Context: an optimization exercise on an open-source flow, tuned for a short achievable clock period and few clock cycles. The choices shown serve that exercise and are no tape-out recipe.
The RTL was checked by simulation tests, not by an equivalence proof against the original design.
No activity file was given, so power comes from the tool's default toggle rates.

==> design/flow/design.v <==
module CPU (
    input clk, reset,
    output wire [31:0] mem_addr,
    output wire        mem_wr,
    output wire [31:0] mem_wdata,
    input  wire [31:0] mem_rdata
);
    localparam RB = 4;       
    localparam BN = 16;      
    localparam K_NO = 3'd0, K_F = 3'd1, K_LD = 3'd2, K_SR = 3'd3, K_DM = 3'd4, K_EX = 3'd5;
    localparam PD_W = 14;
    localparam P_RS = 0, P_RT = 1, P_WD = 2, P_MEM = 3, P_SRAM = 4, P_DVC = 5, P_DIV = 6;
    function [PD_W-1:0] predec;
        input [31:0] w;
        reg [5:0] op, fn;
        reg isR, r_add, r_sub, r_and, r_slt, r_jr, r_brk, r_rte, r_sll, r_srl, r_sra, r_sllv, r_srav;
        reg r_div, r_mfhi, r_mflo, r_mult, r_divm, r_bad, i_known;
        reg i_load, i_st, wr_rd, wr_rt, i_br;
        begin
            op = w[31:26]; fn = w[5:0];
            isR    = op == 6'h00;
            r_add  = isR && fn == 6'h20;
            r_sub  = isR && fn == 6'h22;
            r_and  = isR && fn == 6'h24;
            r_slt  = isR && fn == 6'h2a;
            r_jr   = isR && fn == 6'h08;
            r_brk  = isR && fn == 6'h0d;
            r_rte  = isR && fn == 6'h13;
            r_sll  = isR && fn == 6'h00;
            r_srl  = isR && fn == 6'h02;
            r_sra  = isR && fn == 6'h03;
            r_sllv = isR && fn == 6'h04;
            r_srav = isR && fn == 6'h07;
            r_div  = isR && fn == 6'h1a;
            r_mfhi = isR && fn == 6'h10;
            r_mflo = isR && fn == 6'h12;
            r_mult = isR && fn == 6'h18;
            r_divm = isR && fn == 6'h05;
            i_load = op == 6'h20 || op == 6'h21 || op == 6'h23;
            i_st   = op == 6'h28 || op == 6'h29 || op == 6'h2b;
            i_br   = op == 6'h04 || op == 6'h05 || op == 6'h06 || op == 6'h07;
            i_known = isR || op == 6'h01 || op == 6'h02 || op == 6'h03 || i_br || op == 6'h08 ||
                      op == 6'h09 || op == 6'h0a || op == 6'h0f || i_load || i_st;
            wr_rd = r_add | r_sub | r_and | r_slt | r_sll | r_srl | r_sra | r_sllv | r_srav | r_mfhi | r_mflo;
            wr_rt = op == 6'h08 || op == 6'h09 || op == 6'h0a || op == 6'h0f || op == 6'h01 || i_load;
            predec[P_RS]   = r_add | r_sub | r_and | r_slt | r_sllv | r_srav | r_div | r_jr |
                             op == 6'h08 || op == 6'h09 || op == 6'h0a || i_br || i_load || i_st;
            predec[P_RT]   = r_add | r_sub | r_and | r_slt | r_sll | r_srl | r_sra | r_sllv | r_srav |
                             r_div | r_divm | i_br | i_st | op == 6'h01;
            predec[P_WD]   = wr_rd | wr_rt | op == 6'h03;
            predec[P_MEM]  = i_load | i_st | r_divm;
            predec[P_SRAM] = op == 6'h01;
            predec[P_DVC]  = r_div | r_divm | r_mfhi | r_mflo;
            predec[P_DIV]  = r_div;
            predec[11:7]   = (op == 6'h03) ? 5'd31 : wr_rt ? w[20:16] : w[15:11];
            predec[12]     = !i_known;
            predec[13]     = i_br || op == 6'h02 || op == 6'h03;
        end
    endfunction
    reg [31:0] ba, bwd;
    reg        bwr;
    assign mem_addr  = ba;
    assign mem_wr    = bwr;
    assign mem_wdata = bwd;
    reg [2:0]  k0, k1, k2;
    reg [1:0]  e0, e1, e2;       
    reg [31:0] p1, p2;           
    reg [4:0]  d0, d1, d2;       
    reg [1:0]  y0, y1, y2;       
    reg        u0, u1, u2;       
    reg        t0, t1, t2;       
    reg [31:0]     rb_i [0:RB-1];
    reg [31:0]     rb_p [0:RB-1];
    reg            rb_t [0:RB-1];
    reg [PD_W-1:0] rb_d [0:RB-1];
    reg [1:0]      rh, rtl;
    reg [2:0]      rn;
    reg            ofv, of_t;
    reg [31:0]     of_i, of_p;
    reg [PD_W-1:0] of_d;
    reg        bt_v [0:BN-1];
    reg [31:0] bt_pc [0:BN-1];
    reg [31:0] bt_tg [0:BN-1];
    reg [1:0]  epoch;            
    reg [31:0] fpc;
    reg        halted;
    reg        exc_req, exc_wait;
    reg [1:0]  exc_vec;          
    reg [31:0] HI, LO, EPC, MDR;
    reg        dctl;             
    reg [31:0] mu_addr, mu_data;
    reg        mu_byte;
    reg        dm_busy, dm_chk;
    reg [31:0] dm_pc;
    reg        dv_busy;
    reg [4:0]  dv_cnt;
    reg [31:0] dv_rem, dv_res, dv_by;
    reg        xv;
    reg [31:0] x_pc, x_A, x_B, x_Bop, x_k, x_tgt, x_rtg;
    reg        x_cin;
    reg [31:0] x_dsel;           
    reg [4:0]  x_dst;
    reg [4:0]  x_sha;
    reg [31:0] x_shv;
    reg        x_wr, x_ovw, x_ovx;
    reg        s_sum, s_and, s_lt, s_shl, s_shr, s_hi, s_lo, s_k;
    reg        x_ar, x_sram;
    reg        x_beq, x_bne, x_ble, x_bgt, x_jmp;
    reg        x_brk, x_bad, x_div, x_nz, x_divm;
    reg        x_ld, x_sw, x_smw, x_sb;
    reg [1:0]  x_lty;
    reg        x_wdv;            
    reg        x_pt, x_bt;       
    reg        bw_v, bw_tk;
    reg [31:0] bw_pc, bw_tg;
    reg        w_en;
    reg [31:0] w_dsel, w_res;
    reg [4:0]  w_dst;
    wire [31:0] rv [0:31];
    wire        we1, we2;
    wire [4:0]  wa2;
    wire [31:0] wd1, wd2;
    genvar gi;
    generate
        for (gi = 0; gi < 32; gi = gi + 1) begin : RF
            reg [31:0] q;
            assign rv[gi] = q;
            always @(posedge clk or posedge reset) begin
                if (reset)
                    q <= (gi == 29) ? 32'd227 : 32'd0;
                else if (we2 && wa2 == gi)
                    q <= wd2;
                else if (w_en && w_dsel[gi])
                    q <= w_res;
            end
        end
    endgenerate
    wire [31:0] I  = of_i;
    wire [31:0] pc = of_p;
    wire [5:0]  op = I[31:26];
    wire [4:0]  rs = I[25:21];
    wire [4:0]  rt = I[20:16];
    wire [4:0]  sa = I[10:6];
    wire [5:0]  fn = I[5:0];
    wire [15:0] imm = I[15:0];
    wire [31:0] simm = {{16{imm[15]}}, imm};
    wire isR    = (op == 6'h00);
    wire r_add  = isR && fn == 6'h20;
    wire r_sub  = isR && fn == 6'h22;
    wire r_and  = isR && fn == 6'h24;
    wire r_slt  = isR && fn == 6'h2a;
    wire r_jr   = isR && fn == 6'h08;
    wire r_brk  = isR && fn == 6'h0d;
    wire r_rte  = isR && fn == 6'h13;
    wire r_sll  = isR && fn == 6'h00;
    wire r_srl  = isR && fn == 6'h02;
    wire r_sra  = isR && fn == 6'h03;
    wire r_sllv = isR && fn == 6'h04;
    wire r_srav = isR && fn == 6'h07;
    wire r_div  = isR && fn == 6'h1a;
    wire r_mfhi = isR && fn == 6'h10;
    wire r_mflo = isR && fn == 6'h12;
    wire r_mult = isR && fn == 6'h18;
    wire r_divm = isR && fn == 6'h05;
    wire r_bad  = isR && !(r_add | r_sub | r_and | r_slt | r_jr | r_brk | r_rte | r_sll | r_srl |
                           r_sra | r_sllv | r_srav | r_div | r_mfhi | r_mflo | r_mult | r_divm);
    wire i_sram  = op == 6'h01;
    wire i_j     = op == 6'h02;
    wire i_jal   = op == 6'h03;
    wire i_beq   = op == 6'h04;
    wire i_bne   = op == 6'h05;
    wire i_ble   = op == 6'h06;
    wire i_bgt   = op == 6'h07;
    wire i_addi  = op == 6'h08;
    wire i_addiu = op == 6'h09;
    wire i_slti  = op == 6'h0a;
    wire i_lui   = op == 6'h0f;
    wire i_lb    = op == 6'h20;
    wire i_lh    = op == 6'h21;
    wire i_lw    = op == 6'h23;
    wire i_sb    = op == 6'h28;
    wire i_sh    = op == 6'h29;
    wire i_sw    = op == 6'h2b;
    wire i_load  = i_lb | i_lh | i_lw;
    wire i_smw   = i_sb | i_sh;
    wire i_br    = i_beq | i_bne | i_ble | i_bgt;
    wire [31:0] A, B;
    wire       wr_rd = r_add | r_sub | r_and | r_slt | r_sll | r_srl | r_sra | r_sllv | r_srav | r_mfhi | r_mflo;
    wire [4:0] dst = of_d[11:7];
    wire pl0 = (k0 == K_LD), pl1 = (k1 == K_LD), pl2 = (k2 == K_LD);
    wire xw  = xv && x_wdv;
    wire xl  = xv && x_ld;
    function pend_r;
        input [4:0] r;
        pend_r = (pl0 && d0 == r) || (pl1 && d1 == r) || (xl && x_dst == r);
    endfunction
    function pend_w;
        input [4:0] r;
        pend_w = (pl0 && d0 == r) || (xl && x_dst == r);
    endfunction
    wire hazard = (of_d[P_RS] && pend_r(rs)) || (of_d[P_RT] && pend_r(rt)) || (of_d[P_WD] && pend_w(dst));
    wire sr_01   = (k0 == K_SR) || (k1 == K_SR);
    wire mem_ok  = !sr_01 && !(xv && x_smw);
    wire mdr_ok  = !((pl0 && u0) || (pl1 && u1) || sr_01 || (xv && (x_ld || x_smw)));
    wire dv_last = dv_cnt == 5'd31;
    wire dv_ok   = !(dv_busy && !dv_last) && !(xv && x_div);
    wire dctl_e  = (xv && x_div) ? 1'b0 : dctl;
    wire hv = ofv && !exc_req && !exc_wait && !halted && !dm_busy && !dm_chk && !(xv && x_divm);
    wire ok = !hazard &&
              (!of_d[P_MEM] || mem_ok) &&
              (!of_d[P_SRAM] || mdr_ok) &&
              (!of_d[P_DVC] || dv_ok) &&
              (!of_d[P_DIV] || !dctl_e || rn != 3'd0);
    wire [31:0] sum = x_A + x_Bop + {31'd0, x_cin};
    wire ovf  = (x_A[31] == x_Bop[31]) && (sum[31] != x_A[31]);
    wire lt   = sum[31] ^ ovf;
    wire eq   = (x_A == x_B);
    wire gt   = !lt && !eq;
    wire [4:0]  sha = x_sram ? MDR[4:0] : x_sha;
    wire [31:0] shl = x_shv << sha;
    wire signed [32:0] shx = {x_ar & x_shv[31], x_shv};
    wire [32:0] shr_full = shx >>> sha;
    wire [31:0] shr = shr_full[31:0];
    wire [31:0] res = ({32{s_sum}} & sum) | ({32{s_and}} & (x_A & x_B)) | ({32{s_lt}} & {31'd0, lt}) |
                      ({32{s_shl}} & shl) | ({32{s_shr}} & shr) | ({32{s_hi}} & HI) |
                      ({32{s_lo}} & LO) | ({32{s_k}} & x_k);
    wire div0  = x_div && ((x_B == 32'd0) || x_nz);
    wire exc   = xv && ((x_ovx && ovf) || div0 || x_bad);
    wire [1:0] exc_v = x_bad ? 2'd0 : (x_div ? 2'd2 : 2'd1);
    wire tk    = (x_beq && eq) || (x_bne && !eq) || (x_ble && !gt) || (x_bgt && gt) || x_jmp;
    wire taken = xv && (tk != x_pt);         
    wire halt  = xv && x_brk;
    wire dm_exc = dm_chk && (MDR == 32'd0);
    wire flip  = taken || halt || exc || dm_exc;
    assign we1 = xv && x_wr && !(x_ovw && ovf);
    function [31:0] opnd;
        input [4:0] r;
        opnd = (xv && x_wr && x_dst == r) ? res :
               (w_en && w_dst == r)       ? w_res :
               (pl2 && d2 == r)           ? wd2 : rv[r];
    endfunction
    assign A = opnd(rs);
    assign B = opnd(rt);
    assign wd1 = res;
    wire go    = hv && ok;           
    wire issue = go && !flip;
    wire ld_ret = (k2 == K_LD);
    assign we2 = ld_ret;
    assign wa2 = d2;
    assign wd2 = (y2 == 2'd0) ? mem_rdata : (y2 == 2'd1) ? {16'd0, mem_rdata[15:0]} : {24'd0, mem_rdata[7:0]};
    wire push = (k2 == K_F) && (e2 == epoch);
    wire in_j = push && (mem_rdata[31:27] == 5'b00001) && !t2;
    wire [31:0] p2_4 = p2 + 32'd4;
    wire [31:0] jt_a = {p2_4[31:28], mem_rdata[25:0], 2'b00};
    wire [31:0] jt_a4 = jt_a + 32'd4;
    wire [PD_W-1:0] in_d = predec(mem_rdata);
    wire [2:0] fly_f = {2'd0, k0 == K_F} + {2'd0, k1 == K_F} + {2'd0, k2 == K_F};
    wire [3:0] held  = {1'b0, rn} + {3'd0, ofv} + {1'b0, fly_f};
    wire fetch_ok = !halted && !exc_req && !exc_wait && (held < RB + 1);
    wire take = go || !ofv;                   
    wire rb_any = rn != 3'd0;
    wire mv = take && (rb_any || push);       
    integer i;
    always @(posedge clk or posedge reset) begin
        if (reset) begin
            rh <= 2'd0; rtl <= 2'd0; rn <= 3'd0;
            ofv <= 1'b0; of_t <= 1'b0; of_i <= 32'd0; of_p <= 32'd0; of_d <= {PD_W{1'b0}};
            for (i = 0; i < RB; i = i + 1) begin
                rb_i[i] <= 32'd0; rb_p[i] <= 32'd0; rb_t[i] <= 1'b0; rb_d[i] <= {PD_W{1'b0}};
            end
        end else begin
            if (push) begin
                rb_i[rtl] <= mem_rdata; rb_p[rtl] <= p2; rb_t[rtl] <= t2 | in_j; rb_d[rtl] <= in_d;
            end
            if (take) begin
                if (rb_any) begin
                    of_i <= rb_i[rh]; of_p <= rb_p[rh]; of_t <= rb_t[rh]; of_d <= rb_d[rh];
                end else begin
                    of_i <= mem_rdata; of_p <= p2; of_t <= t2 | in_j; of_d <= in_d;
                end
            end
            if (flip) begin
                ofv <= 1'b0;
                rn <= 3'd0;
                rh <= 2'd0; rtl <= 2'd0;
            end else begin
                if (take) ofv <= rb_any || push;
                rtl <= rtl + {1'b0, push};
                rh  <= rh + {1'b0, mv};
                rn  <= rn + {2'd0, push} - {2'd0, mv};
            end
        end
    end
    wire [31:0] pc4  = pc + 32'd4;
    wire [31:0] btgt = pc4 + {simm[29:0], 2'b00};
    wire [31:0] jtgt = {pc4[31:28], I[25:0], 2'b00};
    wire [31:0] tgt  = r_jr ? A : r_rte ? EPC : (i_j | i_jal) ? jtgt : btgt;
    wire [31:0] nxt  = rb_i[rh];      
    always @(posedge clk or posedge reset) begin
        if (reset) begin
            xv <= 1'b0;
            x_pc <= 32'd0; x_A <= 32'd0; x_B <= 32'd0; x_Bop <= 32'd0; x_k <= 32'd0;
            x_tgt <= 32'd0; x_rtg <= 32'd0;
            x_cin <= 1'b0; x_dsel <= 32'd0; x_dst <= 5'd0; x_sha <= 5'd0; x_shv <= 32'd0;
            x_wr <= 1'b0; x_ovw <= 1'b0; x_ovx <= 1'b0;
            s_sum <= 1'b0; s_and <= 1'b0; s_lt <= 1'b0; s_shl <= 1'b0; s_shr <= 1'b0;
            s_hi <= 1'b0; s_lo <= 1'b0; s_k <= 1'b0;
            x_ar <= 1'b0; x_sram <= 1'b0;
            x_beq <= 1'b0; x_bne <= 1'b0; x_ble <= 1'b0; x_bgt <= 1'b0; x_jmp <= 1'b0;
            x_brk <= 1'b0; x_bad <= 1'b0; x_div <= 1'b0; x_nz <= 1'b0; x_divm <= 1'b0;
            x_ld <= 1'b0; x_sw <= 1'b0; x_smw <= 1'b0; x_sb <= 1'b0; x_lty <= 2'd0; x_wdv <= 1'b0;
            x_pt <= 1'b0; x_bt <= 1'b0;
        end else begin
            xv <= issue;
            x_pc <= pc;
            x_A <= A;
            x_B <= B;
            if (r_sub | r_slt | i_ble | i_bgt)
                x_Bop <= ~B;
            else if (i_slti)
                x_Bop <= ~simm;
            else if (r_add)
                x_Bop <= B;
            else
                x_Bop <= simm;
            x_cin <= r_sub | r_slt | i_slti | i_ble | i_bgt;
            x_k <= i_jal ? pc4 : {imm, 16'd0};
            x_tgt <= tgt;
            x_rtg <= of_t ? pc4 : tgt;       
            x_dsel <= 32'd1 << dst;
            x_dst <= dst;
            x_sha <= (r_sllv | r_srav) ? B[4:0] : sa;
            x_shv <= (r_sllv | r_srav) ? A : B;
            x_wr  <= wr_rd | i_addi | i_addiu | i_slti | i_lui | i_sram | i_jal;
            x_ovw <= r_sub | i_addi;
            x_ovx <= r_add | r_sub | i_addi;
            s_sum <= r_add | r_sub | i_addi | i_addiu;
            s_and <= r_and;
            s_lt  <= r_slt | i_slti;
            s_shl <= r_sll | r_sllv;
            s_shr <= r_srl | r_sra | r_srav | i_sram;
            s_hi  <= r_mfhi;
            s_lo  <= r_mflo;
            s_k   <= i_lui | i_jal;
            x_ar  <= r_sra | r_srav | i_sram;
            x_sram <= i_sram;
            x_beq <= i_beq; x_bne <= i_bne; x_ble <= i_ble; x_bgt <= i_bgt;
            x_jmp <= i_j | i_jal | r_jr | r_rte;
            x_brk <= r_brk | r_bad;
            x_bad <= of_d[12];
            x_div <= r_div;
            x_nz  <= dctl_e && (nxt == 32'd0);
            x_divm <= r_divm;
            x_ld  <= i_load;
            x_sw  <= i_sw;
            x_smw <= i_smw;
            x_sb  <= i_sb;
            x_lty <= i_lw ? 2'd0 : i_lh ? 2'd1 : 2'd2;
            x_wdv <= of_d[P_WD];
            x_pt  <= of_t;
            x_bt  <= of_d[13];
        end
    end
    wire sr_ret = (k2 == K_SR);
    wire [31:0] merged = mu_byte ? {mem_rdata[31:8], mu_data[7:0]} : {mem_rdata[31:16], mu_data[15:0]};
    wire x_mem = xv && (x_ld || x_sw || x_smw || x_divm);
    wire bhit = bt_v[fpc[5:2]] && (bt_pc[fpc[5:2]] == fpc);
    wire [31:0] btgt_f = bt_tg[fpc[5:2]];
    wire [31:0] dv_a = dm_chk ? MDR : x_A;
    wire [31:0] dv_b = dm_chk ? MDR : x_B;
    wire dv_start = (xv && x_div && !div0) || (dm_chk && !dm_exc);
    reg [4:0] dv_z;
    integer z;
    always @(*) begin
        dv_z = 5'd31;
        for (z = 0; z < 32; z = z + 1)
            if (dv_a[z]) dv_z = 5'd31 - z[4:0];
    end
    wire [32:0] dsub = {1'b0, dv_rem[30:0], dv_res[31]} - {1'b0, dv_by};
    wire [31:0] nrem = dsub[32] ? {dv_rem[30:0], dv_res[31]} : dsub[31:0];
    wire [31:0] nres = {dv_res[30:0], !dsub[32]};
    always @(posedge clk or posedge reset) begin
        if (reset) begin
            w_en <= 1'b0; w_dsel <= 32'd0; w_res <= 32'd0; w_dst <= 5'd0;
        end else begin
            w_en <= we1; w_dsel <= x_dsel; w_res <= wd1; w_dst <= x_dst;
        end
    end
    integer j;
    always @(posedge clk or posedge reset) begin
        if (reset) begin
            ba <= 32'd0; bwr <= 1'b0; bwd <= 32'd0;
            k0 <= K_F; k1 <= K_NO; k2 <= K_NO;
            e0 <= 2'd0; e1 <= 2'd0; e2 <= 2'd0;
            p1 <= 32'd0; p2 <= 32'd0;
            d0 <= 5'd0; d1 <= 5'd0; d2 <= 5'd0;
            y0 <= 2'd0; y1 <= 2'd0; y2 <= 2'd0;
            u0 <= 1'b0; u1 <= 1'b0; u2 <= 1'b0;
            t0 <= 1'b0; t1 <= 1'b0; t2 <= 1'b0;
            bw_v <= 1'b0; bw_tk <= 1'b0; bw_pc <= 32'd0; bw_tg <= 32'd0;
            for (j = 0; j < BN; j = j + 1) begin
                bt_v[j] <= 1'b0; bt_pc[j] <= 32'd0; bt_tg[j] <= 32'd0;
            end
            epoch <= 2'd0;
            fpc <= 32'd4;
            halted <= 1'b0;
            exc_req <= 1'b0; exc_wait <= 1'b0; exc_vec <= 2'd0;
            HI <= 32'd0; LO <= 32'd0; EPC <= 32'd0; MDR <= 32'd0;
            dctl <= 1'b0;
            mu_addr <= 32'd0; mu_data <= 32'd0; mu_byte <= 1'b0;
            dm_busy <= 1'b0; dm_chk <= 1'b0; dm_pc <= 32'd0;
            dv_busy <= 1'b0; dv_cnt <= 5'd0; dv_rem <= 32'd0; dv_res <= 32'd0; dv_by <= 32'd0;
        end else begin
            k1 <= k0; k2 <= k1;
            e1 <= e0; e2 <= e1;
            p1 <= ba; p2 <= p1;
            d1 <= d0; d2 <= d1;
            y1 <= y0; y2 <= y1;
            u1 <= u0; u2 <= u1;
            t1 <= t0; t2 <= t1;
            epoch <= epoch + {1'b0, flip | in_j};
            bwr <= 1'b0;
            k0 <= K_NO;
            u0 <= 1'b0;
            t0 <= 1'b0;
            if (sr_ret) begin
                ba <= mu_addr; bwr <= 1'b1; bwd <= merged;
                if (taken) fpc <= x_rtg;
                else if (in_j) fpc <= jt_a;
            end else if (exc_req) begin
                ba <= (exc_vec == 2'd0) ? 32'd253 : (exc_vec == 2'd1) ? 32'd254 : 32'd255;
                k0 <= K_EX;
                exc_req <= 1'b0;
                exc_wait <= 1'b1;
            end else if (x_mem) begin
                if (x_divm) begin
                    ba <= x_B; k0 <= K_DM;
                end else if (x_sw) begin
                    ba <= sum; bwr <= 1'b1; bwd <= x_B;
                end else if (x_smw) begin
                    ba <= sum; k0 <= K_SR;
                end else begin
                    ba <= sum; k0 <= K_LD; d0 <= x_dst; y0 <= x_lty; u0 <= 1'b1;
                end
                if (in_j) fpc <= jt_a;
            end else if (taken) begin
                ba <= x_rtg; k0 <= K_F; e0 <= epoch + 2'd1; fpc <= x_rtg + 32'd4;
            end else if (in_j && fetch_ok) begin
                ba <= jt_a; k0 <= K_F; e0 <= epoch + {1'b0, !flip}; fpc <= jt_a4;
            end else if (in_j) begin
                fpc <= jt_a;         
            end else if (fetch_ok) begin
                ba <= fpc; k0 <= K_F; e0 <= epoch; t0 <= bhit;
                fpc <= bhit ? btgt_f : fpc + 32'd4;
            end
            bw_v  <= xv && x_bt && (tk || x_pt);
            bw_tk <= tk;
            bw_pc <= x_pc;
            bw_tg <= x_tgt;
            if (bw_v) begin
                bt_v[bw_pc[5:2]] <= bw_tk; bt_pc[bw_pc[5:2]] <= bw_pc; bt_tg[bw_pc[5:2]] <= bw_tg;
            end
            if (xv && x_smw) begin
                mu_addr <= sum; mu_data <= x_B; mu_byte <= x_sb;
            end
            if (xv && x_sw) begin
                MDR <= x_B;
                u1 <= 1'b0; u2 <= 1'b0;
            end else if ((ld_ret && u2) || sr_ret || k2 == K_DM || k2 == K_EX) begin
                MDR <= mem_rdata;
            end
            if (exc) begin
                exc_req <= 1'b1; exc_vec <= exc_v; EPC <= x_pc;
            end
            if (k2 == K_EX) begin
                exc_wait <= 1'b0;
                fpc <= {24'd0, mem_rdata[7:0]};
            end
            if (halt) halted <= 1'b1;
            if (xv && x_divm) begin
                dm_busy <= 1'b1; dm_pc <= x_pc; dctl <= 1'b1;
            end
            if (k2 == K_DM) begin
                dm_busy <= 1'b0; dm_chk <= 1'b1;
            end
            if (dm_chk) begin
                dm_chk <= 1'b0;
                if (dm_exc) begin
                    exc_req <= 1'b1; exc_vec <= 2'd2; EPC <= dm_pc;
                end
            end
            if (xv && x_div) dctl <= 1'b0;
            if (dv_start) begin
                dv_busy <= 1'b1; dv_cnt <= dv_z;
                dv_rem <= 32'd0; dv_res <= dv_a << dv_z; dv_by <= dv_b;
            end else if (dv_busy) begin
                dv_rem <= nrem; dv_res <= nres;
                dv_cnt <= dv_cnt + 5'd1;
                if (dv_last) begin
                    dv_busy <= 1'b0;
                    HI <= nrem; LO <= nres;
                end
            end
        end
    end
endmodule
==> design/flow/flow/run.sh <==
#!/bin/bash
set -euo pipefail
bash standard.sh SETUP_SLACK_MARGIN=9.5 finish > standard_flow.log 2>&1
==> design/flow/standard.sh <==
#!/bin/bash
# synth_recipe.tcl (not shown) runs the flow's synth.tcl, then flattens the netlist and writes it again
# the make line also repeats each setting of config.mk as NAME=value (left out here)
make -C /OpenROAD-flow-scripts/flow DESIGN_CONFIG=/design/flow/config.mk WORK_HOME=/design/flow/orfs CLKGATE_MAP_FILE= SYNTH_SCRIPT=/design/flow/synth_recipe.tcl "${@:-finish}"
==> design/flow/config.mk <==
export PLATFORM = sky130hd
export DESIGN_NAME = CPU
export DESIGN_NICKNAME = CPU
export VERILOG_FILES = /design/flow/design.v
export SDC_FILE = /design/flow/constraint.sdc
export NUM_CORES = 4
export LEC_CHECK = 0
export CAP_MARGIN = 20
export CORE_MARGIN = 2
export CORE_UTILIZATION = 30
export PLACE_DENSITY = 0.45
export SLEW_MARGIN = 20
==> design/flow/constraint.sdc <==
create_clock -name core_clock -period 14.0 [get_ports {clk}]
set_input_delay 2.8000 -clock core_clock [delete_from_list [all_inputs] [get_ports {clk}]]
set_output_delay 2.8000 -clock core_clock [all_outputs]
set_load 0.01 [all_outputs]
==> results.cfg, run 1 <==
[global_routing]
grt_usage = 0.316
grt_pass1_wl_um = 1340000
antenna_found_initial = 110
grt_pass1_vias = 149728
grt_overflow = 0
grt_max_degree = 144

[clocking]
clock-sinks = 3457
path_clk_slew_ns = 0.06
root_buffer = clkbuf_16
clk_path_buf_depth = 4
tritoncts = yes
cts_htree_levels = 5
clkLatencyLatePin_ns = 1.08
cts_buffers = 406
hold_buffers = 0

[routing]
detail-route-antenna-nets = 0
drc = 0
vias = 158868
firstDrtPassIters = 8
wl_per_cell_um = 38.4
vias_per_cell = 6.13
drt-initial-drc-count = 20734
routed_wl_um = 994000

[timing]
rsz0062_at_grt = yes
finalCritPeriodShare = 0.341
holdWs_ns = 0.339
setup_tns_ns = 0
tightest_slew_ns = 1.32
finalCriticalPeriod_ns = 4.77
fmax_mhz = 210
worst_slack_ns = 9.23
maxSlewHeadroom = 0.122
setup_viol = 0
hold_violations = 0
clock_skew_ns = 0.0966
final_max_slew_viol_count = 0

[power_and_ir_drop]
ir_drop_mv = 0.143
power.density_mw_per_mm2 = 238
p_leak_nw = 102

[setup_path]
worstPathArrival_ns = 5.71
critPathMaxFanout = 7
start_kind = flop
crit_type = flop to flop
ff2ff_path_depth = 21
endpoint_kind = flop
worst_ep_required_time_ns = 14.94

[placed_design]
hpwl_um = 620000
dpl_worst_slack_ns = 6.61
place_congestion = 0.979
port_buffers = 98

[yosys]
synth.top_cell.area_share = 0.480
synth_fp_nets = 17923
synth_edf_count = 0
ys_warn_count = 8
synthDistinctLibCells = 95
synth_cells = 17738
yosysSeqAreaShare = 0.481
netlist_area_sq_mm = 0.180
async_flop_share = 1.00
synth_ff_type = dfrtp_1
synth.largest_area_cell = dfrtp_1
avgSynthCellArea_sq_um = 10.1
synthTopCellsByArea = dfrtp_1, mux2i_1, mux2_2, a21oi_1, a22oi_1
ys_ff_latch = 3457

[final_layout]
fin_util = 0.356
final_nets = 17679
final_layout_size_suffix_gt1_frac = 0.218
syn_to_final_growth_pct = 18.4

[die]
coreArea_sq_mm = 0.598
die_w_um = 778
dieArea_sq_mm = 0.606
fp-row-count = 284
start_util = 0.301
die_y_um = 778
io_pins = 99

[hold_path]
hold_class = flop to flop
hold_depth = 0

[flow_run]
maxCapViolations = 0

[status]
status = timing/DRC/antenna clean
synth_stat cells (220+ instances only):
cell type	n
a21oi_1	1401
a221oi_1	220
a22oi_1	912
and3_1	238
buf_1	233
clkbuf_1	1326
dfrtp_1	3450
mux2_2	1298
mux2i_1	1570
nand2_1	1565
nand3_1	342
nor2_1	1570
o21ai_0	825
cell families after synthesis:
group / share of synthesized area
AO/OA/AOI/OAI: 0.160
AND/OR/NAND/NOR: 0.113
flip-flops: 0.481
XOR/XNOR: 0.0137
buffers and inverters: 0.0397
adder cells (fa/ha/maj): 0.0108
multiplexers: 0.182
registers in the layout, indices dropped and copies added, names as in the netlist, 56 cells and up:
name and count:
rb_i 128, rb_p 128, rb_d 56, bt_tg 512, bt_pc 512, RF.q 1024
stage by stage:
| step | area (sq um) | cells | total power [mW] |
|---|---|---|---|
| after floorplan | 180000 | 17738 | 25.9 |
| after global placement | 190000 | 24730 | 35.9 |
| after detailed placement | 190000 | 24733 | 36.0 |
| after CTS | 210000 | 25731 | 49.2 |
| after global routing | 213000 | 25845 | 52.1 |
| final | 213000 | 25920 | 50.8 |
cells in the final DEF, fill, tap and decap left out, types with 191 or more instances in the layout:
cell and count:
a21oi_1 1345, a221oi_1 191, a22oi_1 905, and3_1 231
buf_4 640, clkbuf_16 423, dfrtp_1 3373, mux2_2 1294
mux2i_1 1550, nand2_1 1476, nand3_1 323, nor2_1 1471
o21ai_0 751
metal layers:
metal | up-vias | track usage | wire length (um)
li1 | 64034 | - | -
met1 | 80980 | 0.401 | 386000
met2 | 10449 | 0.468 | 422000
met3 | 3375 | 0.0827 | 99000
met4 | 30 | 0.219 | 86900
met5 | - | 0.00141 | 210
power by group:
group          total, mW  internal, mW  switching [mW]
Combinational       23.4          8.10            15.3
Clock               11.2          6.42            4.74
Sequential          16.3          12.5            3.75
Total               50.8          27.0            23.8
path summary, 6_finish.rpt:
check / from / endpoint / slack (ns)
max in group asynchronous: reset / of_p[15] / 9.70
max reg2reg: x_cin / ba[2] / 9.23
min: x_dsel[16] / w_dsel[16] / 0.34
min in group asynchronous: reset / bt_tg[13][21] / 2.30
min reg2reg: x_dsel[16] / w_dsel[16] / 0.34
max: x_cin / ba[2] / 9.23
final cells by class:
cell class | instances | area (sq um)
Fill cell | 60347 | 385000
Multi-Input combinational cell | 12431 | 91000
Sequential cell | 3457 | 86700
Clock buffer | 618 | 12200
Timing Repair Buffer | 1010 | 10700
Tap cell | 8008 | 10000
Clock inverter | 119 | 1460
Inverter | 187 | 727
Antenna cell | 89 | 223
Timing Repair inverter | 1 | 5.00
worst max-delay path, cell delays in order, from the launching register on:
cell      delay (ns)
dfrtp_1         0.40
fa_2            0.43
a211oi_2        0.30
o21ai_2         0.16
nand3_2         0.15
a21oi_4         0.08
o21ai_4         0.24
a211oi_4        0.12
o31ai_2         0.31
mux2_4          0.34
nor3_4          0.14
a21oi_4         0.09
nor2_4          0.13
ha_4            0.23
and2_4          0.18
buf_12          0.14
or2_4           0.24
or3_4           0.48
buf_12          0.19
buf_16          0.15
nor2_4          0.08
a21oi_1         0.04
what timing repair did:
item,in CTS,in global routing
setup buffers,215,93
pin swaps,129,101
endpoints found under the setup margin,2257,1035
resized for setup,1108,301
cloned,46,7
Testbench counts, summed over its fixed seeds: cycles 51,523.
==> inputs of run 2 (changes only) <==
--- a/design/flow/design.v
+++ b/design/flow/design.v
@@ -250,6 +250,11 @@
     assign wd2 = (y2 == 2'd0) ? mem_rdata : (y2 == 2'd1) ? {16'd0, mem_rdata[15:0]} : {24'd0, mem_rdata[7:0]};
     wire push = (k2 == K_F) && (e2 == epoch);
     wire in_j = push && (mem_rdata[31:27] == 5'b00001) && !t2;
+    wire in_bk = push && (mem_rdata[31:28] == 4'b0001) && mem_rdata[15] && !t2;
+    reg        bk_p;
+    reg [31:0] bk_pc;
+    reg [15:0] bk_off;
+    wire [31:0] bk_tgt = bk_pc + 32'd4 + {{14{bk_off[15]}}, bk_off, 2'b00};
     wire [31:0] p2_4 = p2 + 32'd4;
     wire [31:0] jt_a = {p2_4[31:28], mem_rdata[25:0], 2'b00};
     wire [31:0] jt_a4 = jt_a + 32'd4;
@@ -270,13 +275,13 @@
             end
         end else begin
             if (push) begin
-                rb_i[rtl] <= mem_rdata; rb_p[rtl] <= p2; rb_t[rtl] <= t2 | in_j; rb_d[rtl] <= in_d;
+                rb_i[rtl] <= mem_rdata; rb_p[rtl] <= p2; rb_t[rtl] <= t2 | in_j | in_bk; rb_d[rtl] <= in_d;
             end
             if (take) begin
                 if (rb_any) begin
                     of_i <= rb_i[rh]; of_p <= rb_p[rh]; of_t <= rb_t[rh]; of_d <= rb_d[rh];
                 end else begin
-                    of_i <= mem_rdata; of_p <= p2; of_t <= t2 | in_j; of_d <= in_d;
+                    of_i <= mem_rdata; of_p <= p2; of_t <= t2 | in_j | in_bk; of_d <= in_d;
                 end
             end
             if (flip) begin
@@ -386,6 +391,23 @@
             w_en <= we1; w_dsel <= x_dsel; w_res <= wd1; w_dst <= x_dst;
         end
     end
+    wire redir = taken && !sr_ret && !exc_req && !x_mem;
+    wire [31:0] x_rtg4 = x_rtg + 32'd4;
+    reg [31:0] ba_o;
+    always @(*) begin
+        if (sr_ret)
+            ba_o = mu_addr;
+        else if (exc_req)
+            ba_o = (exc_vec == 2'd0) ? 32'd253 : (exc_vec == 2'd1) ? 32'd254 : 32'd255;
+        else if (x_mem)
+            ba_o = x_divm ? x_B : sum;
+        else if (in_j)
+            ba_o = jt_a;
+        else if (bk_p)
+            ba_o = bk_tgt;
+        else
+            ba_o = fpc;
+    end
     integer j;
     always @(posedge clk or posedge reset) begin
         if (reset) begin
@@ -402,6 +424,7 @@
                 bt_v[j] <= 1'b0; bt_pc[j] <= 32'd0; bt_tg[j] <= 32'd0;
             end
             epoch <= 2'd0;
+            bk_p <= 1'b0; bk_pc <= 32'd0; bk_off <= 16'd0;
             fpc <= 32'd4;
             halted <= 1'b0;
             exc_req <= 1'b0; exc_wait <= 1'b0; exc_vec <= 2'd0;
@@ -418,41 +441,50 @@
             y1 <= y0; y2 <= y1;
             u1 <= u0; u2 <= u1;
             t1 <= t0; t2 <= t1;
-            epoch <= epoch + {1'b0, flip | in_j};
+            epoch <= epoch + {1'b0, flip | in_j | in_bk};
+            bk_p <= in_bk && !flip;
+            bk_pc <= p2;
+            bk_off <= mem_rdata[15:0];
             bwr <= 1'b0;
             k0 <= K_NO;
             u0 <= 1'b0;
             t0 <= 1'b0;
+            ba <= redir ? x_rtg : ba_o;
             if (sr_ret) begin
-                ba <= mu_addr; bwr <= 1'b1; bwd <= merged;
-                if (taken) fpc <= x_rtg;
-                else if (in_j) fpc <= jt_a;
+                bwr <= 1'b1; bwd <= merged;
+                if (in_j) fpc <= jt_a;
+                else if (bk_p) fpc <= bk_tgt;
             end else if (exc_req) begin
-                ba <= (exc_vec == 2'd0) ? 32'd253 : (exc_vec == 2'd1) ? 32'd254 : 32'd255;
                 k0 <= K_EX;
                 exc_req <= 1'b0;
                 exc_wait <= 1'b1;
             end else if (x_mem) begin
                 if (x_divm) begin
-                    ba <= x_B; k0 <= K_DM;
+                    k0 <= K_DM;
                 end else if (x_sw) begin
-                    ba <= sum; bwr <= 1'b1; bwd <= x_B;
+                    bwr <= 1'b1; bwd <= x_B;
                 end else if (x_smw) begin
-                    ba <= sum; k0 <= K_SR;
+                    k0 <= K_SR;
                 end else begin
-                    ba <= sum; k0 <= K_LD; d0 <= x_dst; y0 <= x_lty; u0 <= 1'b1;
+                    k0 <= K_LD; d0 <= x_dst; y0 <= x_lty; u0 <= 1'b1;
                 end
                 if (in_j) fpc <= jt_a;
+                else if (bk_p) fpc <= bk_tgt;
             end else if (taken) begin
-                ba <= x_rtg; k0 <= K_F; e0 <= epoch + 2'd1; fpc <= x_rtg + 32'd4;
+                k0 <= K_F; e0 <= epoch + 2'd1;
             end else if (in_j && fetch_ok) begin
-                ba <= jt_a; k0 <= K_F; e0 <= epoch + {1'b0, !flip}; fpc <= jt_a4;
+                k0 <= K_F; e0 <= epoch + {1'b0, !flip}; fpc <= jt_a4;
             end else if (in_j) begin
                 fpc <= jt_a;         
+            end else if (bk_p && fetch_ok) begin
+                k0 <= K_F; e0 <= epoch; fpc <= bk_tgt + 32'd4;
+            end else if (bk_p) begin
+                fpc <= bk_tgt;
             end else if (fetch_ok) begin
-                ba <= fpc; k0 <= K_F; e0 <= epoch; t0 <= bhit;
+                k0 <= K_F; e0 <= epoch; t0 <= bhit;
                 fpc <= bhit ? btgt_f : fpc + 32'd4;
             end
+            if (taken) fpc <= sr_ret ? x_rtg : x_rtg4;
             bw_v  <= xv && x_bt && (tk || x_pt);
             bw_tk <= tk;
             bw_pc <= x_pc;
==> results.cfg, run 2 <==
[setup_path]
crit_path_start = x_A[14]
reg2reg_from = x_A[14]
worst_ep_required_time_ns = 14.90
critPathMaxFanout = 7
rrSetupSlack_ns = 9.24
crit_end = fpc[8]
endpoint_kind = flop
start_kind = flop
ff2ff_path_depth = 18
worstPathArrival_ns = 5.66
r2r-end = fpc[8]
crit_type = flop to flop

[timing]
final_max_slew_viol_count = 0
finalCritPeriodShare = 0.340
fmax_mhz = 210
setup_viol = 0
tightest_slew_ns = 1.29
hold_violations = 0
rsz0062_at_grt = yes
setup_tns_ns = 0
maxSlewHeadroom = 0.139
clock_skew_ns = 0.112
finalCriticalPeriod_ns = 4.76

[routing]
vias_per_cell = 6.10
detail-route-antenna-nets = 0
firstDrtPassIters = 9
drt-initial-drc-count = 22820
drc = 0
vias = 160153
wl_per_cell_um = 37.6
routed_wl_um = 986000

[final_layout]
layout_common_cells = dfrtp_1, nand2_1, mux2i_1
layout.cells.non_filler = 26249
final_nets = 18021
final_layout_size_suffix_gt1_frac = 0.207
multi_input_area_sq_mm = 0.0934
reg_top3 = RF.q x1024, bt_pc x512, bt_tg x512
final_common_cell = dfrtp_1
ff_latch_area_sq_mm = 0.0879
fill_cells = 61320
syn_to_final_growth_pct = 17.2
largest-register = RF.q
largest_reg_flops = 1024
fin_area_sq_mm = 0.215
fin_util = 0.353

[yosys]
synthDistinctLibCells = 102
ys_warn_count = 8
async_flop_share = 1.00
synth_cells = 18070
avgSynthCellArea_sq_um = 10.2
synth.cells.most_frequent = dfrtp_1, nand2_1, mux2i_1
synth_fp_nets = 18314
yosysSeqAreaShare = 0.477
synth.top_cell.area_share = 0.476
synth_edf_count = 0
ys_ff_latch = 3506
synth_ff_type = dfrtp_1
synth.largest_area_cell = dfrtp_1
yosysMostFrequentCell = dfrtp_1
netlist_area_sq_mm = 0.184
synthTopCellsByArea = dfrtp_1, mux2i_1, mux2_2, a21oi_1, a22oi_1

[clocking]
cts_htree_levels = 5
root_buffer = clkbuf_16
tritoncts = yes
clk_path_buf_depth = 4
clock-sinks = 3506
cts_buffers = 409
clkLatencyLatePin_ns = 1.08
path_clk_slew_ns = 0.06

[power_and_ir_drop]
power.density_mw_per_mm2 = 238
ir_drop_mv = 0.388
power_mw = 51.3
p_leak_nw = 103

[global_routing]
grt_pass1_wl_um = 1330000
grt_usage = 0.304
grt_pass1_vias = 150105
grt_overflow = 0
grt_max_degree = 167
antenna_found_initial = 92

[placed_design]
dp_cells = 25199
placed_cell_area_sq_mm = 0.195
port_buffers = 98
hpwl_um = 620000
place_congestion = 0.970

[die]
dieArea_sq_mm = 0.619
die_w_um = 787
die_y_um = 787
io_pins = 99
fp-row-count = 287
start_util = 0.301
coreArea_sq_mm = 0.611

[hold_path]
hold_start = x_dsel[18]
hold_class = flop to flop

[status]
status = timing/DRC/antenna clean

[flow_run]
maxCapViolations = 0
-- run 2: changes by cell type after synthesis, sizes merged, moves of 44 or more --
cell,before,now
mux2i,1570,1620
nand2,1565,1654
nand3,342,266
dfrtp,3450,3499
a22o,170,214
ha,143,201
and3,238,152
-- run 2: layout make-up --
class                   instances  area share
multi-input cells           12689       0.434
flip-flops and latches       3506       0.408
clock buffers                 606      0.0565
well taps                    8092      0.0470
repair buffers                944      0.0434
clock inverters               141     0.00728
inverters                     227     0.00406
diodes                         44    0.000511
-- run 2: how the worst min path moves through the flow --
stage                 end  slack, ns  cells past startpoint
2_1_floorplan    bw_tg[0]       0.33                      0
3_3_place_gp       p2[15]       0.33                      0
3_5_place_dp        p2[0]       0.33                      0
4_1_cts        w_dsel[18]       0.33                      0
5_1_grt        w_dsel[18]       0.34                      0
6_report       w_dsel[18]       0.30                      0
-- run 2: timing repair --
action	in CTS	in global routing
gates resized for setup	981	288
setup endpoints to repair	1566	1766
cloned	15	13
hold buffers	0	0
pin swaps	100	99
setup buffers	148	81
-- run 2: critical path: stages, from the launching register on --
cell      delay, ns
dfrtp_1        0.46
ha_1           0.54
and4_1         0.27
and4_4         0.28
o21ai_4        0.09
a31o_4         0.27
o31ai_4        0.32
mux2i_2        0.28
nor4_2         0.07
mux2_4         0.32
ha_4           0.29
and2_4         0.16
buf_12         0.13
or3_4          0.20
nor2_4         0.07
buf_6          0.15
buf_16         0.13
a222oi_1       0.44
o21ai_1        0.13
-- run 2: power by group --
part	internal (mW)	switching, mW
Sequential	12.7	3.68
Combinational	7.92	15.8
Clock	6.41	4.79
Total	27.0	24.3
-- run 2: logic make-up (layout without fill, tap and decap cells) --
family / Yosys count / after routing / share of synthesized area
mux: 3002 / 3002 / 0.180
simple gates: 4616 / 4622 / 0.112
xor+xnor: 310 / 310 / 0.0148
fa+ha+maj: 211 / 211 / 0.0147
flops: 3506 / 3506 / 0.477
other cells: 0 / 44 / 0
buf+inv: 1881 / 1918 / 0.0395
compound gates: 4544 / 4544 / 0.161
-- run 2: routing by layer --
metal / vias up / part of all wire / global-route usage
li1: 65155 / - / -
met1: 82145 / 0.41 / 0.414
met2: 9894 / 0.41 / 0.438
met3: 2907 / 0.10 / 0.0750
met4: 52 / 0.073 / 0.174
met5: - / 0.00035 / 0
-- run 2: through the flow --
step / setup slack (ns) / hold WS, ns
after global routing: 9.17 / 0.339
after floorplan: -37.62 / 0.331
after global placement: 6.70 / 0.331
after CTS: 9.30 / 0.331
final: 9.24 / 0.305
after detailed placement: 6.70 / 0.335
Testbench counts of run 2, summed over its fixed seeds: cycles 51,108.
==> inputs of run 3 (changes only) <==
--- a/design/flow/design.v
+++ b/design/flow/design.v
@@ -82,6 +82,7 @@
     reg [31:0] bt_pc [0:BN-1];
     reg [31:0] bt_tg [0:BN-1];
     reg [1:0]  epoch;            
+    reg        flip_r;           
     reg [31:0] fpc;
     reg        halted;
     reg        exc_req, exc_wait;
@@ -111,6 +112,7 @@
     reg [1:0]  x_lty;
     reg        x_wdv;            
     reg        x_pt, x_bt;       
+    reg        x_ph2, x_gt;      
     reg        bw_v, bw_tk;
     reg [31:0] bw_pc, bw_tg;
     reg        w_en;
@@ -198,20 +200,23 @@
         input [4:0] r;
         pend_w = (pl0 && d0 == r) || (xl && x_dst == r);
     endfunction
-    wire hazard = (of_d[P_RS] && pend_r(rs)) || (of_d[P_RT] && pend_r(rt)) || (of_d[P_WD] && pend_w(dst));
+    wire jr_wait = r_jr && ((xv && x_wr && x_dst == rs) || (pl2 && d2 == rs));
+    wire hazard = (of_d[P_RS] && pend_r(rs)) || (of_d[P_RT] && pend_r(rt)) || (of_d[P_WD] && pend_w(dst)) ||
+                  jr_wait;
     wire sr_01   = (k0 == K_SR) || (k1 == K_SR);
     wire mem_ok  = !sr_01 && !(xv && x_smw);
     wire mdr_ok  = !((pl0 && u0) || (pl1 && u1) || sr_01 || (xv && (x_ld || x_smw)));
     wire dv_last = dv_cnt == 5'd31;
     wire dv_ok   = !(dv_busy && !dv_last) && !(xv && x_div);
     wire dctl_e  = (xv && x_div) ? 1'b0 : dctl;
-    wire hv = ofv && !exc_req && !exc_wait && !halted && !dm_busy && !dm_chk && !(xv && x_divm);
+    wire hv = ofv && !flip_r && !exc_req && !exc_wait && !halted && !dm_busy && !dm_chk && !(xv && x_divm);
     wire ok = !hazard &&
               (!of_d[P_MEM] || mem_ok) &&
               (!of_d[P_SRAM] || mdr_ok) &&
               (!of_d[P_DVC] || dv_ok) &&
               (!of_d[P_DIV] || !dctl_e || rn != 3'd0);
-    wire [31:0] sum = x_A + x_Bop + {31'd0, x_cin};
+    wire [32:0] sum_c = {x_A, 1'b1} + {x_Bop, x_cin};
+    wire [31:0] sum = sum_c[32:1];
     wire ovf  = (x_A[31] == x_Bop[31]) && (sum[31] != x_A[31]);
     wire lt   = sum[31] ^ ovf;
     wire eq   = (x_A == x_B);
@@ -227,8 +232,9 @@
     wire div0  = x_div && ((x_B == 32'd0) || x_nz);
     wire exc   = xv && ((x_ovx && ovf) || div0 || x_bad);
     wire [1:0] exc_v = x_bad ? 2'd0 : (x_div ? 2'd2 : 2'd1);
-    wire tk    = (x_beq && eq) || (x_bne && !eq) || (x_ble && !gt) || (x_bgt && gt) || x_jmp;
-    wire taken = xv && (tk != x_pt);         
+    wire hold  = xv && (x_ble || x_bgt) && !x_ph2;
+    wire tk    = (x_beq && eq) || (x_bne && !eq) || (x_ble && !x_gt) || (x_bgt && x_gt) || x_jmp;
+    wire taken = xv && !hold && (tk != x_pt);    
     wire halt  = xv && x_brk;
     wire dm_exc = dm_chk && (MDR == 32'd0);
     wire flip  = taken || halt || exc || dm_exc;
@@ -242,26 +248,34 @@
     assign A = opnd(rs);
     assign B = opnd(rt);
     assign wd1 = res;
-    wire go    = hv && ok;           
+    wire go    = hv && ok && !hold;  
     wire issue = go && !flip;
     wire ld_ret = (k2 == K_LD);
     assign we2 = ld_ret;
     assign wa2 = d2;
     assign wd2 = (y2 == 2'd0) ? mem_rdata : (y2 == 2'd1) ? {16'd0, mem_rdata[15:0]} : {24'd0, mem_rdata[7:0]};
-    wire push = (k2 == K_F) && (e2 == epoch);
+    wire push = (k2 == K_F) && (e2 == epoch) && !flip_r;
     wire in_j = push && (mem_rdata[31:27] == 5'b00001) && !t2;
     wire in_bk = push && (mem_rdata[31:28] == 4'b0001) && mem_rdata[15] && !t2;
-    reg        bk_p;
     reg [31:0] bk_pc;
     reg [15:0] bk_off;
-    wire [31:0] bk_tgt = bk_pc + 32'd4 + {{14{bk_off[15]}}, bk_off, 2'b00};
+    reg        pr_p, pr_j;
+    reg [31:0] pr_jt;
+    wire prv = pr_p && !flip_r;
+    wire [30:0] bk_s = {bk_pc[31:2], 1'b1} + {{14{bk_off[15]}}, bk_off, 1'b1};
+    wire [31:0] bk_tgt = {bk_s[30:1], bk_pc[1:0]};
+    wire [31:0] pr_tgt = pr_j ? pr_jt : bk_tgt;
     wire [31:0] p2_4 = p2 + 32'd4;
     wire [31:0] jt_a = {p2_4[31:28], mem_rdata[25:0], 2'b00};
-    wire [31:0] jt_a4 = jt_a + 32'd4;
     wire [PD_W-1:0] in_d = predec(mem_rdata);
-    wire [2:0] fly_f = {2'd0, k0 == K_F} + {2'd0, k1 == K_F} + {2'd0, k2 == K_F};
-    wire [3:0] held  = {1'b0, rn} + {3'd0, ofv} + {1'b0, fly_f};
-    wire fetch_ok = !halted && !exc_req && !exc_wait && (held < RB + 1);
+    wire f0 = (k0 == K_F), f1 = (k1 == K_F), f2 = (k2 == K_F);
+    wire ge1 = ofv | f0 | f1 | f2;
+    wire ge2 = (ofv & (f0 | f1 | f2)) | (f0 & (f1 | f2)) | (f1 & f2);
+    wire ge3 = (ofv & f0 & (f1 | f2)) | (ofv & f1 & f2) | (f0 & f1 & f2);
+    wire ge4 = ofv & f0 & f1 & f2;
+    wire room = (rn == 3'd0) | ((rn == 3'd1) & !ge4) | ((rn == 3'd2) & !ge3) |
+                ((rn == 3'd3) & !ge2) | ((rn == 3'd4) & !ge1);
+    wire fetch_ok = !halted && !exc_req && !exc_wait && room;
     wire take = go || !ofv;                   
     wire rb_any = rn != 3'd0;
     wire mv = take && (rb_any || push);       
@@ -284,7 +298,7 @@
                     of_i <= mem_rdata; of_p <= p2; of_t <= t2 | in_j | in_bk; of_d <= in_d;
                 end
             end
-            if (flip) begin
+            if (flip_r) begin
                 ofv <= 1'b0;
                 rn <= 3'd0;
                 rh <= 2'd0; rtl <= 2'd0;
@@ -297,9 +311,11 @@
         end
     end
     wire [31:0] pc4  = pc + 32'd4;
-    wire [31:0] btgt = pc4 + {simm[29:0], 2'b00};
+    wire [30:0] bt_s = {pc[31:2], 1'b1} + {simm[29:0], 1'b1};
+    wire [31:0] btgt = {bt_s[30:1], pc[1:0]};
     wire [31:0] jtgt = {pc4[31:28], I[25:0], 2'b00};
-    wire [31:0] tgt  = r_jr ? A : r_rte ? EPC : (i_j | i_jal) ? jtgt : btgt;
+    wire [31:0] A_jr = (w_en && w_dst == rs) ? w_res : rv[rs];
+    wire [31:0] tgt  = r_jr ? A_jr : r_rte ? EPC : (i_j | i_jal) ? jtgt : btgt;
     wire [31:0] nxt  = rb_i[rh];      
     always @(posedge clk or posedge reset) begin
         if (reset) begin
@@ -315,7 +331,12 @@
             x_brk <= 1'b0; x_bad <= 1'b0; x_div <= 1'b0; x_nz <= 1'b0; x_divm <= 1'b0;
             x_ld <= 1'b0; x_sw <= 1'b0; x_smw <= 1'b0; x_sb <= 1'b0; x_lty <= 2'd0; x_wdv <= 1'b0;
             x_pt <= 1'b0; x_bt <= 1'b0;
+            x_ph2 <= 1'b0; x_gt <= 1'b0;
+        end else if (hold) begin
+            x_ph2 <= 1'b1;
+            x_gt <= gt;
         end else begin
+            x_ph2 <= 1'b0;
             xv <= issue;
             x_pc <= pc;
             x_A <= A;
@@ -401,10 +422,8 @@
             ba_o = (exc_vec == 2'd0) ? 32'd253 : (exc_vec == 2'd1) ? 32'd254 : 32'd255;
         else if (x_mem)
             ba_o = x_divm ? x_B : sum;
-        else if (in_j)
-            ba_o = jt_a;
-        else if (bk_p)
-            ba_o = bk_tgt;
+        else if (prv)
+            ba_o = pr_tgt;
         else
             ba_o = fpc;
     end
@@ -424,7 +443,8 @@
                 bt_v[j] <= 1'b0; bt_pc[j] <= 32'd0; bt_tg[j] <= 32'd0;
             end
             epoch <= 2'd0;
-            bk_p <= 1'b0; bk_pc <= 32'd0; bk_off <= 16'd0;
+            pr_p <= 1'b0; pr_j <= 1'b0; pr_jt <= 32'd0; bk_pc <= 32'd0; bk_off <= 16'd0;
+            flip_r <= 1'b0;
             fpc <= 32'd4;
             halted <= 1'b0;
             exc_req <= 1'b0; exc_wait <= 1'b0; exc_vec <= 2'd0;
@@ -441,8 +461,11 @@
             y1 <= y0; y2 <= y1;
             u1 <= u0; u2 <= u1;
             t1 <= t0; t2 <= t1;
-            epoch <= epoch + {1'b0, flip | in_j | in_bk};
-            bk_p <= in_bk && !flip;
+            epoch <= epoch + {1'b0, flip_r | in_j | in_bk};
+            flip_r <= flip;
+            pr_p <= in_j | in_bk;
+            pr_j <= in_j;
+            pr_jt <= jt_a;
             bk_pc <= p2;
             bk_off <= mem_rdata[15:0];
             bwr <= 1'b0;
@@ -452,8 +475,7 @@
             ba <= redir ? x_rtg : ba_o;
             if (sr_ret) begin
                 bwr <= 1'b1; bwd <= merged;
-                if (in_j) fpc <= jt_a;
-                else if (bk_p) fpc <= bk_tgt;
+                if (prv) fpc <= pr_tgt;
             end else if (exc_req) begin
                 k0 <= K_EX;
                 exc_req <= 1'b0;
@@ -468,24 +490,19 @@
                 end else begin
                     k0 <= K_LD; d0 <= x_dst; y0 <= x_lty; u0 <= 1'b1;
                 end
-                if (in_j) fpc <= jt_a;
-                else if (bk_p) fpc <= bk_tgt;
+                if (prv) fpc <= pr_tgt;
             end else if (taken) begin
-                k0 <= K_F; e0 <= epoch + 2'd1;
-            end else if (in_j && fetch_ok) begin
-                k0 <= K_F; e0 <= epoch + {1'b0, !flip}; fpc <= jt_a4;
-            end else if (in_j) begin
-                fpc <= jt_a;         
-            end else if (bk_p && fetch_ok) begin
-                k0 <= K_F; e0 <= epoch; fpc <= bk_tgt + 32'd4;
-            end else if (bk_p) begin
-                fpc <= bk_tgt;
+                k0 <= K_F; e0 <= epoch + 2'd1 + {1'b0, in_j | in_bk};
+            end else if (prv && fetch_ok) begin
+                k0 <= K_F; e0 <= epoch; fpc <= pr_tgt + 32'd4;
+            end else if (prv) begin
+                fpc <= pr_tgt;
             end else if (fetch_ok) begin
-                k0 <= K_F; e0 <= epoch; t0 <= bhit;
+                k0 <= K_F; e0 <= epoch + {1'b0, flip_r}; t0 <= bhit;
                 fpc <= bhit ? btgt_f : fpc + 32'd4;
             end
             if (taken) fpc <= sr_ret ? x_rtg : x_rtg4;
-            bw_v  <= xv && x_bt && (tk || x_pt);
+            bw_v  <= xv && !hold && x_bt && (tk || x_pt);
             bw_tk <= tk;
             bw_pc <= x_pc;
             bw_tg <= x_tgt;
==> results.cfg, run 3 <==
[yosys]
async_flop_share = 1.00
synth_cells = 18674
yosysMostFrequentCell = dfrtp_1
synth_fp_nets = 18884
synthDistinctLibCells = 107
synth.cells.most_frequent = dfrtp_1, nand2_1, nor2_1
ys_warn_count = 8
synth_ff_type = dfrtp_1
synth.largest_area_cell = dfrtp_1
synth.top_cell.area_share = 0.476
yosysSeqAreaShare = 0.477
netlist_area_sq_mm = 0.185
avgSynthCellArea_sq_um = 9.91
ys_ff_latch = 3524
synthTopCellsByArea = dfrtp_1, mux2i_1, mux2_2, a22oi_1, nand2_1
synth_edf_count = 0

[setup_path]
worstPathArrival_ns = 5.64
reg2reg_from = x_A[14]
critPathMaxFanout = 5
crit_path_start = x_A[14]
endpoint_kind = flop
start_kind = flop
worst_ep_required_time_ns = 14.82
crit_type = flop to flop

[final_layout]
fill_cells = 62278
reg_top3 = RF.q x1024, bt_pc x512, bt_tg x512
largest_reg_flops = 1024
syn_to_final_growth_pct = 16.6
final_layout_size_suffix_gt1_frac = 0.191
ff_latch_area_sq_mm = 0.0883
layout_common_cells = dfrtp_1, nand2_1, nor2_1
final_nets = 18549
final_common_cell = dfrtp_1
largest-register = RF.q
layout.cells.non_filler = 26849
multi_input_area_sq_mm = 0.0934

[die]
fp-row-count = 288
io_pins = 99
die_w_um = 789
coreArea_sq_mm = 0.615
die_y_um = 789
dieArea_sq_mm = 0.623
start_util = 0.301

[timing]
finalCriticalPeriod_ns = 4.83
rsz0062_at_grt = yes
setup_viol = 0
holdWs_ns = 0.343
maxSlewHeadroom = 0.122
clock_skew_ns = 0.148
fmax_mhz = 207
tightest_slew_ns = 1.32
final_max_slew_viol_count = 0
setup_tns_ns = 0
finalCritPeriodShare = 0.345
hold_violations = 0

[clocking]
tritoncts = yes
cts_buffers = 412
clock-sinks = 3524
path_clk_slew_ns = 0.06
clk_path_buf_depth = 4
hold_buffers = 0
root_buffer = clkbuf_16
clkLatencyLatePin_ns = 1.10
cts_htree_levels = 5

[routing]
drc = 0
vias = 163302
vias_per_cell = 6.08
routed_wl_um = 998000
wl_per_cell_um = 37.2
drt-initial-drc-count = 22923
firstDrtPassIters = 12
detail-route-antenna-nets = 0

[hold_path]
hold_start = p1[1]
hold_class = flop to flop

[global_routing]
use_met3 = 0.0856
grt_use_met1 = 0.414
grt_overflow = 0
grt_max_degree = 164
antenna_found_initial = 73
top_usage_layer = met2
grt_pass1_vias = 152763
grt_util_met2 = 0.439
grt_pass1_wl_um = 1350000
grt_usage = 0.306

[placed_design]
place_congestion = 0.996
hpwl_um = 636000
dp_cells = 25789
port_buffers = 98

[status]
status = timing/DRC/antenna clean

[power_and_ir_drop]
p_leak_nw = 102
ir_drop_mv = 0.170
power.density_mw_per_mm2 = 249

[flow_run]
maxCapViolations = 0
## run 3: cell types whose count changed after synthesis, sizes merged, moves of 80 or more
cell    before   now
a21oi     1405  1533
a22o       214   128
a22oi      885  1057
and3       152    72
clkbuf    1290  1377
nand2     1654  2079
nor2      1574  1804
## run 3: metrics by stage
| stage | area (sq um) | power, mW | util | worst slack [ns] |
|---|---|---|---|---|
| global route | 216000 | 55.3 | 0.351 | 9.09 |
| finish | 216000 | 53.8 | 0.351 | 9.17 |
| detailed placement | 196000 | 39.6 | 0.319 | 7.64 |
| floorplan | 185000 | 28.4 | - | -37.87 |
| global placement | 196000 | 39.5 | 0.319 | 7.60 |
| CTS | 213000 | 52.1 | 0.347 | 9.28 |
## run 3: area by class of cell
type,count,share of cell area
Multi-Input combinational cell,13301,0.433
Sequential cell,3524,0.409
Clock buffer,627,0.0568
Tap cell,8120,0.0471
Timing Repair Buffer,943,0.0430
Clock inverter,124,0.00774
Inverter,157,0.00284
Antenna cell,53,0.000615
## run 3: worst max-delay path, stage by stage (launching register included)
cell and delay (ns):
dfrtp_1 0.58, ha_1 0.59, nand3_1 0.19, o31ai_4 0.35
buf_6 0.16, a21o_1 0.19, a311oi_2 0.12, o21bai_1 0.18
a21oi_1 0.11, o21bai_2 0.19, fa_2 0.52, nand3_2 0.13
o21ai_4 0.11, a221oi_4 0.31, nor2b_4 0.07, buf_12 0.13
buf_4 0.12, buf_6 0.11, buf_16 0.14, mux2i_1 0.14
o21ai_0 0.09
## run 3: final timing paths
kind	to	slack, ns	cells after the start
max in group asynchronous	RF[20].q[29]	9.78	6
setup / recovery	EPC[22]	9.17	20
hold reg to reg	p2[1]	0.34	0
min in group asynchronous	bt_tg[13][16]	2.22	3
hold / removal	p2[1]	0.34	0
setup reg to reg	EPC[22]	9.17	20
## run 3: logic make-up after synthesis
logic type / Yosys count / synth area share
simple gates: 5081 / 0.118
compound gates: 4789 / 0.165
flops: 3524 / 0.477
mux: 2977 / 0.177
buf+inv: 1852 / 0.0381
xor+xnor: 274 / 0.0130
fa+ha+maj: 177 / 0.0122
## run 3: what timing repair did
| item | in CTS | in global routing |
|---|---|---|
| setup endpoints to repair | 2462 | 1527 |
| pin swaps | 54 | 71 |
| resized for setup | 682 | 287 |
| buffers inserted | 117 | 97 |
| gates cloned | 19 | 22 |
## run 3: routing by layer
| layer | wire length, um | part of all wire | vias to the layer above |
|---|---|---|---|
| li1 | - | - | 66910 |
| met1 | 407000 | 0.41 | 83242 |
| met2 | 413000 | 0.41 | 10231 |
| met3 | 106000 | 0.11 | 2877 |
| met4 | 71700 | 0.072 | 42 |
| met5 | 607 | 0.00061 | - |
## run 3: where the power goes
| part | internal (mW) | switching (mW) | total (mW) |
|---|---|---|---|
| Sequential | 13.2 | 3.93 | 17.1 |
| Clock | 6.53 | 4.86 | 11.4 |
| Combinational | 8.56 | 16.7 | 25.3 |
Testbench counts of run 3, summed over its fixed seeds: cycles 52,206.

separate check: timing with driven ports:
Ports are ideal in the flow. The routed layouts listed here were re-timed in OpenROAD. Step 1 (the two cells are an assumption about what drives the block):
set clk [get_ports {clk}]
set_driving_cell -lib_cell sky130_fd_sc_hd__clkbuf_16 $clk
set_driving_cell -lib_cell sky130_fd_sc_hd__buf_2 [delete_from_list [all_inputs] $clk]
Step 2 also shifts input and output timing later by t, the mid clock arrival at the registers, as if the neighbouring blocks saw the same clock. a / b / c = no drivers / after step 1 / after step 2; a / b = the first two.
| run | shift t [ns] | setup WS [ns] | worst register clock-pin slew, ns | worst data-port slew with drivers (ns) | pins driven straight from the clock port |
|---|---|---|---|---|---|
| run 1 | 1.167 | 9.233 / 9.209 / 8.219 | 0.08 / 0.08 | 0.21 | 1 |
| run 2 | 1.170 | 9.240 / 9.240 / 8.203 | 0.07 / 0.07 | 0.10 | 1 |
| run 3 | 1.161 | 9.173 / 9.173 / 8.340 | 0.07 / 0.07 | 0.05 | 1 |
After both steps setup and hold are still met in every run listed. The setup slack of run 2, which loses most, moves by 0.000 ns with the drivers and by -1.037 ns with both steps.
